This is an optimization exercise on Yosys and OpenROAD, whose aim is small area, not a production implementation.
Where RTL was checked, it was by simulation tests only, not by an equivalence proof against the original.
Power is estimated from default activity; no workload was simulated.

Setup of job 4071:
// top
module top(
  input clk,
  input rst,
  input ftdi_rx,
  input trigger_in,
  input gpio_in1,
  input gpio_in2,
  output gpio_out,
  output ftdi_tx,
  output led0_g,
  output led0_r,
  output led0_b,
  output led2_g,
  output led2_r,
  output led2_b,
  output led_blink,
  output led5_debug,
  output led6_debug,
  output debug_io0_14_p30,
  output led_glitch_out,
  output wire glitch_out,
  output invert_glitch_out,
  output wire reset_out
    );
wire [31:0] glitch_delay;
wire [31:0] glitch_width;
wire [31:0] glitch_count;
wire [31:0] glitch_gap;
wire [31:0] glitch_max;
wire [31:0] reset_target;
wire armed;
wire glitched;
wire finished;
wire vstart;
wire invert_trigger;
wire [1:0] force_state;
wire reset_glitcher;
wire glitch;
wire width_zero, gap_zero, max_zero, target_zero;
cmd cmd_inst
(
  .clk(clk),
  .rst(rst),
  .din(ftdi_rx),
  .dout(ftdi_tx),
  .trigger_in(trigger_in),
  .glitch_delay(glitch_delay),
  .glitch_width(glitch_width),
  .glitch_count(glitch_count),
  .glitch_gap(glitch_gap),
  .glitch_max(glitch_max),
  .armed(armed),
  .finished(finished),
  .glitched(glitched),
  .glitch_out(glitch_out),
  .force_state(force_state),
  .reset_glitcher(reset_glitcher),
  .vstart(vstart),
  .invert_trigger(invert_trigger),
  .reset_target(reset_target),
  .gpio_in1(gpio_in1),
  .gpio_in2(gpio_in2),
  .gpio_out(gpio_out),
  .width_zero(width_zero),
  .gap_zero(gap_zero),
  .max_zero(max_zero),
  .target_zero(target_zero)
  );
wire automatic_out = force_state == 2'd2;
wire trigger = invert_trigger ^ trigger_in;
assign glitch_out = automatic_out ? glitch : force_state[0];
assign invert_glitch_out = !glitch_out;
wire enable = automatic_out && !finished &&
              ((armed && trigger) || (!max_zero && glitched));
glitch glitchi
(
  .clk(clk),
  .rst(rst || reset_glitcher),
  .enable(enable),
  .vout(glitch),
  .glitch_delay(glitch_delay),
  .glitch_width(glitch_width),
  .glitch_count(glitch_count),
  .glitch_gap(glitch_gap),
  .glitch_max(glitch_max),
  ...
==> module pwm, before the edit <==
module pwm #(parameter W = 3, parameter [W-1:0] TERM = 4) (
  input  clk,
  input  rst,
  output term
);
reg [W-1:0] counter;
assign term = &(counter | ~TERM);
always @(posedge clk)
  if (rst || term)
    counter <= {W{1'b0}};
  else
    counter <= counter + 1'b1;
endmodule
==> module top, before the edit <==
module top(
  input clk,
  input rst,
  input ftdi_rx,
  input trigger_in,
  input gpio_in1,
  input gpio_in2,
  output gpio_out,
  output ftdi_tx,
  output led0_g,
  output led0_r,
  output led0_b,
  output led2_g,
  output led2_r,
  output led2_b,
  output led_blink,
  output led5_debug,
  output led6_debug,
  output debug_io0_14_p30,
  output led_glitch_out,
  output wire glitch_out,
  output invert_glitch_out,
  output wire reset_out
    );
wire [31:0] glitch_delay;
wire [31:0] glitch_width;
wire [31:0] glitch_count;
wire [31:0] glitch_gap;
wire [31:0] glitch_max;
wire [31:0] reset_target;
wire armed;
wire glitched;
wire finished;
wire vstart;
wire invert_trigger;
wire [1:0] force_state;
wire reset_glitcher;
wire glitch;
wire width_zero, gap_zero, max_zero, target_zero;
cmd cmd_inst
(
  .clk(clk),
  .rst(rst),
  .din(ftdi_rx),
  .dout(ftdi_tx),
  .trigger_in(trigger_in),
  .glitch_delay(glitch_delay),
  .glitch_width(glitch_width),
  .glitch_count(glitch_count),
  .glitch_gap(glitch_gap),
  .glitch_max(glitch_max),
  .armed(armed),
  .finished(finished),
  .glitched(glitched),
  .glitch_out(glitch_out),
  .force_state(force_state),
  .reset_glitcher(reset_glitcher),
  .vstart(vstart),
  .invert_trigger(invert_trigger),
  .reset_target(reset_target),
  .gpio_in1(gpio_in1),
  .gpio_in2(gpio_in2),
  .gpio_out(gpio_out),
  .width_zero(width_zero),
  .gap_zero(gap_zero),
  .max_zero(max_zero),
  .target_zero(target_zero)
  );
wire automatic_out = force_state == 2'd2;
wire trigger = invert_trigger ^ trigger_in;
assign glitch_out = automatic_out ? glitch : force_state[0];
assign invert_glitch_out = !glitch_out;
wire enable = automatic_out && !finished &&
              ((armed && trigger) || (!max_zero && glitched));
glitch glitchi
(
  .clk(clk),
  .rst(rst || reset_glitcher),
  .enable(enable),
  .vout(glitch),
  .glitch_delay(glitch_delay),
  .glitch_width(glitch_width),
  .glitch_count(glitch_count),
  .glitch_gap(glitch_gap),
  .glitch_max(glitch_max),
  .glitched(glitched),
  .vstart(vstart),
  .finished(finished),
  .reset_target(reset_target),
  .reset_out(reset_out),
  .width_zero(width_zero),
  .gap_zero(gap_zero),
  .max_zero(max_zero),
  .target_zero(target_zero)
);
wire t5, t13, t17, t33, t49;
pwm #(.W(3), .TERM(3'd4))   p5  (.clk(clk), .rst(rst), .term(t5));
pwm #(.W(4), .TERM(4'd12))  p13 (.clk(clk), .rst(rst), .term(t13));
pwm #(.W(5), .TERM(5'd16))  p17 (.clk(clk), .rst(rst), .term(t17));
pwm #(.W(6), .TERM(6'd32))  p33 (.clk(clk), .rst(rst), .term(t33));
pwm #(.W(6), .TERM(6'd48))  p49 (.clk(clk), .rst(rst), .term(t49));
wire t65 = t5 && t13;
reg r_led0_r, r_led0_g, r_led0_b, r_led2_r, r_led2_g, r_led2_b;
always @(posedge clk) begin
  r_led0_r <= !rst && t65 && finished;
  r_led0_g <= !rst && t17 && glitched && !finished;
  r_led0_b <= !rst && t65 && !glitched && armed;
  r_led2_r <= !rst && t33 && trigger_in;
  r_led2_g <= !rst && t5 && trigger_in;
  r_led2_b <= !rst && t49 && trigger_in;
end
assign led0_r = r_led0_r;
assign led0_g = r_led0_g;
assign led0_b = r_led0_b;
assign led2_r = r_led2_r;
assign led2_g = r_led2_g;
assign led2_b = r_led2_b;
assign debug_io0_14_p30 = glitch_out;
assign led5_debug = reset_out;
assign led6_debug = reset_target[0];
assign led_glitch_out = glitch_out;
reg [21:0] hb;
reg blink;
wire hb_low_zero = hb[20:0] == 21'd0;
wire hb_last = hb[21] && hb_low_zero;
always @(posedge clk) begin
  if (rst) begin
    hb <= 22'd0;
    blink <= 1'b0;
  end else begin
    hb <= {hb[20:0], hb[21] ^ hb[20] ^ hb_low_zero};
    blink <= blink ^ hb_last;
  end
end
assign led_blink = blink;
endmodule
clock: 10.0 ns
lec_check: 0
cap_margin: 10
core_margin: 2
core_utilization: 78
cts_buf_list: sky130_fd_sc_hd__clkbuf_8
cts_cluster_diameter: 50
cts_cluster_size: 16
slew_margin: 10
run.sh (not shown) runs the stock make flow with config.mk's settings and CLKGATE_MAP_FILE= SYNTH_SCRIPT=/design/flow/synth_recipe.tcl, a recipe that flattens the netlist after the stock synthesis.
Modified inputs, job 7884 compared to job 4071
diff --git a/flow/design.v b/flow/design.v
--- a/flow/design.v
+++ b/flow/design.v
@@ -82,20 +82,21 @@
 always @(posedge clk)
   if (shift)
     data <= {data[15:0], uart_data};
 endmodule
-module pwm #(parameter W = 3, parameter [W-1:0] TERM = 4) (
+module pwm #(parameter W = 3, parameter TA = 0, parameter TB = 2,
+             parameter [W-1:0] MASK = 3'b011, parameter [W-1:0] VALUE = 3'b011) (
   input  clk,
   input  rst,
   output term
 );
 reg [W-1:0] counter;
-assign term = &(counter | ~TERM);
+assign term = (counter & MASK) == VALUE;
 always @(posedge clk)
   if (rst || term)
     counter <= {W{1'b0}};
   else
-    counter <= counter + 1'b1;
+    counter <= {counter[W-2:0], ~(counter[TA] ^ counter[TB])};
 endmodule
 module glitch(
   input clk,
   input rst,
@@ -465,13 +466,13 @@
   .max_zero(max_zero),
   .target_zero(target_zero)
 );
 wire t5, t13, t17, t33, t49;
-pwm #(.W(3), .TERM(3'd4))   p5  (.clk(clk), .rst(rst), .term(t5));
-pwm #(.W(4), .TERM(4'd12))  p13 (.clk(clk), .rst(rst), .term(t13));
-pwm #(.W(5), .TERM(5'd16))  p17 (.clk(clk), .rst(rst), .term(t17));
-pwm #(.W(6), .TERM(6'd32))  p33 (.clk(clk), .rst(rst), .term(t33));
-pwm #(.W(6), .TERM(6'd48))  p49 (.clk(clk), .rst(rst), .term(t49));
+pwm #(.W(3), .TA(0), .TB(2), .MASK(3'b011), .VALUE(3'd3))      p5  (.clk(clk), .rst(rst), .term(t5));
+pwm #(.W(4), .TA(0), .TB(3), .MASK(4'b1101), .VALUE(4'd14 & 4'b1101))  p13 (.clk(clk), .rst(rst), .term(t13));
+pwm #(.W(5), .TA(1), .TB(4), .MASK(5'b01101), .VALUE(5'd26 & 5'b01101)) p17 (.clk(clk), .rst(rst), .term(t17));
+pwm #(.W(6), .TA(0), .TB(5), .MASK(6'b001110), .VALUE(6'd14 & 6'b001110)) p33 (.clk(clk), .rst(rst), .term(t33));
+pwm #(.W(6), .TA(0), .TB(5), .MASK(6'b111001), .VALUE(6'd57 & 6'b111001)) p49 (.clk(clk), .rst(rst), .term(t49));
 wire t65 = t5 && t13;
 reg r_led0_r, r_led0_g, r_led0_b, r_led2_r, r_led2_g, r_led2_b;
 always @(posedge clk) begin
   r_led0_r <= !rst && t65 && finished;
--- outcome ---
Job 7884 ends up with a summed area of non-filler cells in the final layout that is 470 um2 higher than in job 4071. Comparing job 7884 and job 4071, clock-cell share of area is higher on job 7884. For the amount of wire on met2 after detailed routing, job 7884 came in 1.5% higher than job 4071 did. Job 4071 → job 7884: area enclosed by the die boundary now larger; tap cell count now larger; via count of the first global-routing pass now larger.
No functional check of the RTL was part of job 7884.

---

Another version of the RTL of top (not shown whole).
Size in the first run: about 1600 cells after synthesis, about 22 I/O pins, roughly 20000 um2 of cells after synthesis.
==> module glitch, before the edit <==
module glitch(
  input clk,
  input rst,
  input enable,
  input wire [31:0] glitch_delay,
  input wire [31:0] glitch_width,
  input wire [31:0] glitch_count,
  input wire [31:0] glitch_gap,
  input wire [31:0] glitch_max,
  input wire [31:0] reset_target,
  output reg glitched,
  input wire vstart,
  output reg vout,
  output wire finished,
  output wire reset_out
    );
reg [31:0] phase_cnt;
reg [31:0] pulse_no;
reg [31:0] cycles;
reg [31:0] reset_cnt;
reg [1:0] state;    
wire s_delay = !state[0] && !state[1];
wire s_glitch = state[0];
wire s_gap = state[1];
function [31:0] inc32(input [31:0] x, input ci);
  integer i;
  reg c;
  begin
    c = ci;
    for (i = 0; i < 32; i = i + 1) begin
      inc32[i] = x[i] ^ c;
      c = x[i] & c;
    end
  end
endfunction
wire [31:0] phase_nx = inc32(phase_cnt, !(rst && !s_delay));
wire [31:0] phase_len = ({32{s_delay}} & glitch_delay) |
                        ({32{s_glitch}} & glitch_width) |
                        ({32{s_gap}} & glitch_gap);
wire phase_hit = phase_cnt == phase_len;
wire width_zero = glitch_width == 32'd0;
wire gap_zero = glitch_gap == 32'd0;
wire phase_done = phase_hit || (s_glitch && width_zero) || (s_gap && gap_zero);
wire count_done = pulse_no == glitch_count;
wire target_nz = reset_target != 32'd0;
wire [31:0] rt_diff = reset_cnt ^ reset_target;
wire target_eq = rt_diff == 32'd0;
reg target_lt;
integer k;
always @(*) begin
  target_lt = 1'b0;
  for (k = 0; k < 32; k = k + 1)
    target_lt = rt_diff[k] ? reset_target[k] : target_lt;
end
assign finished = glitch_max != 32'd0 && cycles == glitch_max;
assign reset_out = !enable || !target_nz || !s_delay || target_eq;
wire pulse_end = enable && s_glitch && phase_done;       
wire train_end = pulse_end && count_done;                
wire rst_inc = enable && s_delay && !phase_done && target_lt;
wire rst_clr = (enable && s_delay && phase_done) || (rst && !rst_inc);
wire pulse_clr = !enable || train_end || (rst && !pulse_end);
always @(posedge clk)
  begin
    phase_cnt[31:1] <= (enable && !phase_done) ? phase_nx[31:1] : 31'd0;
    phase_cnt[0] <= enable && (phase_done ? !train_end : phase_nx[0]);
    pulse_no <= pulse_clr ? 32'd1 : inc32(pulse_no, pulse_end);
    cycles <= (rst && !train_end) ? 32'd0 : inc32(cycles, train_end);
    reset_cnt <= rst_clr ? 32'd0 : inc32(reset_cnt, rst_inc);
    glitched <= enable || (glitched && !rst);
    if (enable)
      begin
        if (s_glitch)
          state <= phase_done ? (count_done ? 2'd0 : 2'd2) : (rst ? 2'd0 : 2'd1);
        else if (s_gap)
          state <= phase_done ? 2'd1 : (rst ? 2'd0 : 2'd2);
        else
          state <= {1'b0, phase_done};
      end
    else
      state <= 2'd0;
    if (enable)
      begin
        if (s_glitch)
          vout <= phase_done ? 1'b1 : rst ? vstart : vout;
        else if (s_gap)
          vout <= phase_done ? 1'b0 : rst ? vstart : vout;
        else
          vout <= !phase_done;
      end
    else if (rst || !glitched)
      vout <= vstart;
  end
endmodule
==> flow/config.mk <==
export PLATFORM = sky130hd
export DESIGN_NAME = top
export DESIGN_NICKNAME = top
export VERILOG_FILES = /design/flow/design.v
export SDC_FILE = /design/flow/constraint.sdc
export NUM_CORES = 4
export LEC_CHECK = 0
export CAP_MARGIN = 20
export CORE_MARGIN = 2
export CORE_UTILIZATION = 40
export SLEW_MARGIN = 20
==> flow/constraint.sdc <==
create_clock -name core_clock -period 10.0 [get_ports {clk}]
set_input_delay 2.0000 -clock core_clock [delete_from_list [all_inputs] [get_ports {clk}]]
set_output_delay 2.0000 -clock core_clock [all_outputs]
set_load 0.01 [all_outputs]
Rerun with:
--- a/flow/design.v
+++ b/flow/design.v
@@ -111,10 +111,10 @@
   output reg vout,
   output wire finished,
   output wire reset_out
     );
-reg [31:0] phase_cnt;
-reg [31:0] pulse_no;
+reg [31:0] width_cnt;
+reg [31:0] cnt;
 reg [31:0] cycles;
 reg [31:0] reset_cnt;
 reg [1:0] state;    
 wire s_delay = !state[0] && !state[1];
@@ -130,61 +130,51 @@
       c = x[i] & c;
     end
   end
 endfunction
-wire [31:0] phase_nx = inc32(phase_cnt, !(rst && !s_delay));
-wire [31:0] phase_len = ({32{s_delay}} & glitch_delay) |
-                        ({32{s_glitch}} & glitch_width) |
-                        ({32{s_gap}} & glitch_gap);
-wire phase_hit = phase_cnt == phase_len;
-wire width_zero = glitch_width == 32'd0;
-wire gap_zero = glitch_gap == 32'd0;
-wire phase_done = phase_hit || (s_glitch && width_zero) || (s_gap && gap_zero);
-wire count_done = pulse_no == glitch_count;
+wire [31:0] width_nx = inc32(width_cnt, 1'b1);
+wire [31:0] cnt_nx = inc32(cnt, 1'b1);
+wire delay_done = width_cnt == glitch_delay;
+wire width_done = width_nx == glitch_width || glitch_width == 32'd0;
+wire gap_done = width_nx == glitch_gap || glitch_gap == 32'd0;
+wire count_done = cnt_nx == glitch_count;
 wire target_nz = reset_target != 32'd0;
-wire [31:0] rt_diff = reset_cnt ^ reset_target;
-wire target_eq = rt_diff == 32'd0;
-reg target_lt;
-integer k;
-always @(*) begin
-  target_lt = 1'b0;
-  for (k = 0; k < 32; k = k + 1)
-    target_lt = rt_diff[k] ? reset_target[k] : target_lt;
-end
+wire target_eq = reset_cnt == reset_target;
+wire target_lt = reset_cnt < reset_target;
 assign finished = glitch_max != 32'd0 && cycles == glitch_max;
 assign reset_out = !enable || !target_nz || !s_delay || target_eq;
-wire pulse_end = enable && s_glitch && phase_done;       
+wire phase_done = s_glitch ? width_done : s_gap ? gap_done : delay_done;
+wire pulse_end = enable && s_glitch && width_done;       
 wire train_end = pulse_end && count_done;                
-wire rst_inc = enable && s_delay && !phase_done && target_lt;
-wire rst_clr = (enable && s_delay && phase_done) || (rst && !rst_inc);
-wire pulse_clr = !enable || train_end || (rst && !pulse_end);
+wire rst_inc = enable && s_delay && !delay_done && target_lt;
+wire rst_clr = (enable && s_delay && delay_done) || (rst && !rst_inc);
+wire cnt_clr = !enable || train_end || (rst && !pulse_end);
 always @(posedge clk)
   begin
-    phase_cnt[31:1] <= (enable && !phase_done) ? phase_nx[31:1] : 31'd0;
-    phase_cnt[0] <= enable && (phase_done ? !train_end : phase_nx[0]);
-    pulse_no <= pulse_clr ? 32'd1 : inc32(pulse_no, pulse_end);
+    width_cnt <= (enable && !phase_done) ? width_nx : 32'd0;
+    cnt <= cnt_clr ? 32'd0 : pulse_end ? cnt_nx : cnt;
     cycles <= (rst && !train_end) ? 32'd0 : inc32(cycles, train_end);
     reset_cnt <= rst_clr ? 32'd0 : inc32(reset_cnt, rst_inc);
     glitched <= enable || (glitched && !rst);
     if (enable)
       begin
         if (s_glitch)
-          state <= phase_done ? (count_done ? 2'd0 : 2'd2) : (rst ? 2'd0 : 2'd1);
+          state <= width_done ? (count_done ? 2'd0 : 2'd2) : (rst ? 2'd0 : 2'd1);
         else if (s_gap)
-          state <= phase_done ? 2'd1 : (rst ? 2'd0 : 2'd2);
+          state <= gap_done ? 2'd1 : (rst ? 2'd0 : 2'd2);
         else
-          state <= {1'b0, phase_done};
+          state <= {1'b0, delay_done};
       end
     else
       state <= 2'd0;
     if (enable)
       begin
         if (s_glitch)
-          vout <= phase_done ? 1'b1 : rst ? vstart : vout;
+          vout <= width_done ? 1'b1 : rst ? vstart : vout;
         else if (s_gap)
-          vout <= phase_done ? 1'b0 : rst ? vstart : vout;
+          vout <= gap_done ? 1'b0 : rst ? vstart : vout;
         else
-          vout <= !phase_done;
+          vout <= !delay_done;
       end
     else if (rst || !glitched)
       vout <= vstart;
   end
Effect:
- This time the run finished with negative setup slack left
- worst hold slack is better by 6.8 ps
- final cell count went up by 5.8%
- clock power barely changes
- setup slack degrades by 1500 ps
- die area rose by 2.5%
- synthesized cell count rises by 3.1%
- first-iteration DRC count rose by 5.2%
- sequential cell count is unchanged
- via count went up by 1.4%
- count of clock-buffer cells in the layout goes down by 9
- register-to-register slack got worse by 1500 ps
- synthesized area grows by 2.6%
- routed wire length climbs by 7.8%
- critical path depth rises by 28
For the second run of this note, only the layout was checked, not whether the RTL still works.

==> static timing again, ports no longer ideal <==
The results above use ideal ports. As a check the final layouts listed here were re-extracted and re-timed, cells and wires unchanged.
Step 1 (the two cells are an assumption about what drives the block):
set clk [get_ports {clk}]
set_driving_cell -lib_cell sky130_fd_sc_hd__clkbuf_16 $clk
set_driving_cell -lib_cell sky130_fd_sc_hd__buf_2 [delete_from_list [all_inputs] $clk]
Step 2, shift: input delay + t, output delay - t, t = (earliest + latest rising clock arrival at the registers) / 2. This alone moves slack from input paths to output paths.
Three values: no drivers, after step 1, after step 2; two values: the first two.
run | shift t [ns] | setup WS [ns] | worst data-port slew with drivers (ns) | cell pins on the clock port's net
job 4071 | 0.605 | 0.530 / 0.539 / -0.048 | 0.03 | 1
job 7884 | 0.603 | 0.525 / 0.547 / -0.054 | 0.04 | 1
the first run of note 2 | 0.637 | 0.583 / 0.583 / 0.140 | 0.03 | 1
the second run of note 2 | 0.621 | -0.879 / -0.879 / -0.879 | 0.03 | 1
Met with ideal ports but missed after step 2: setup timing in job 4071 and job 7884. The setup slack of job 7884, which loses most, moves by +0.022 ns with the drivers and by -0.579 ns with both steps.
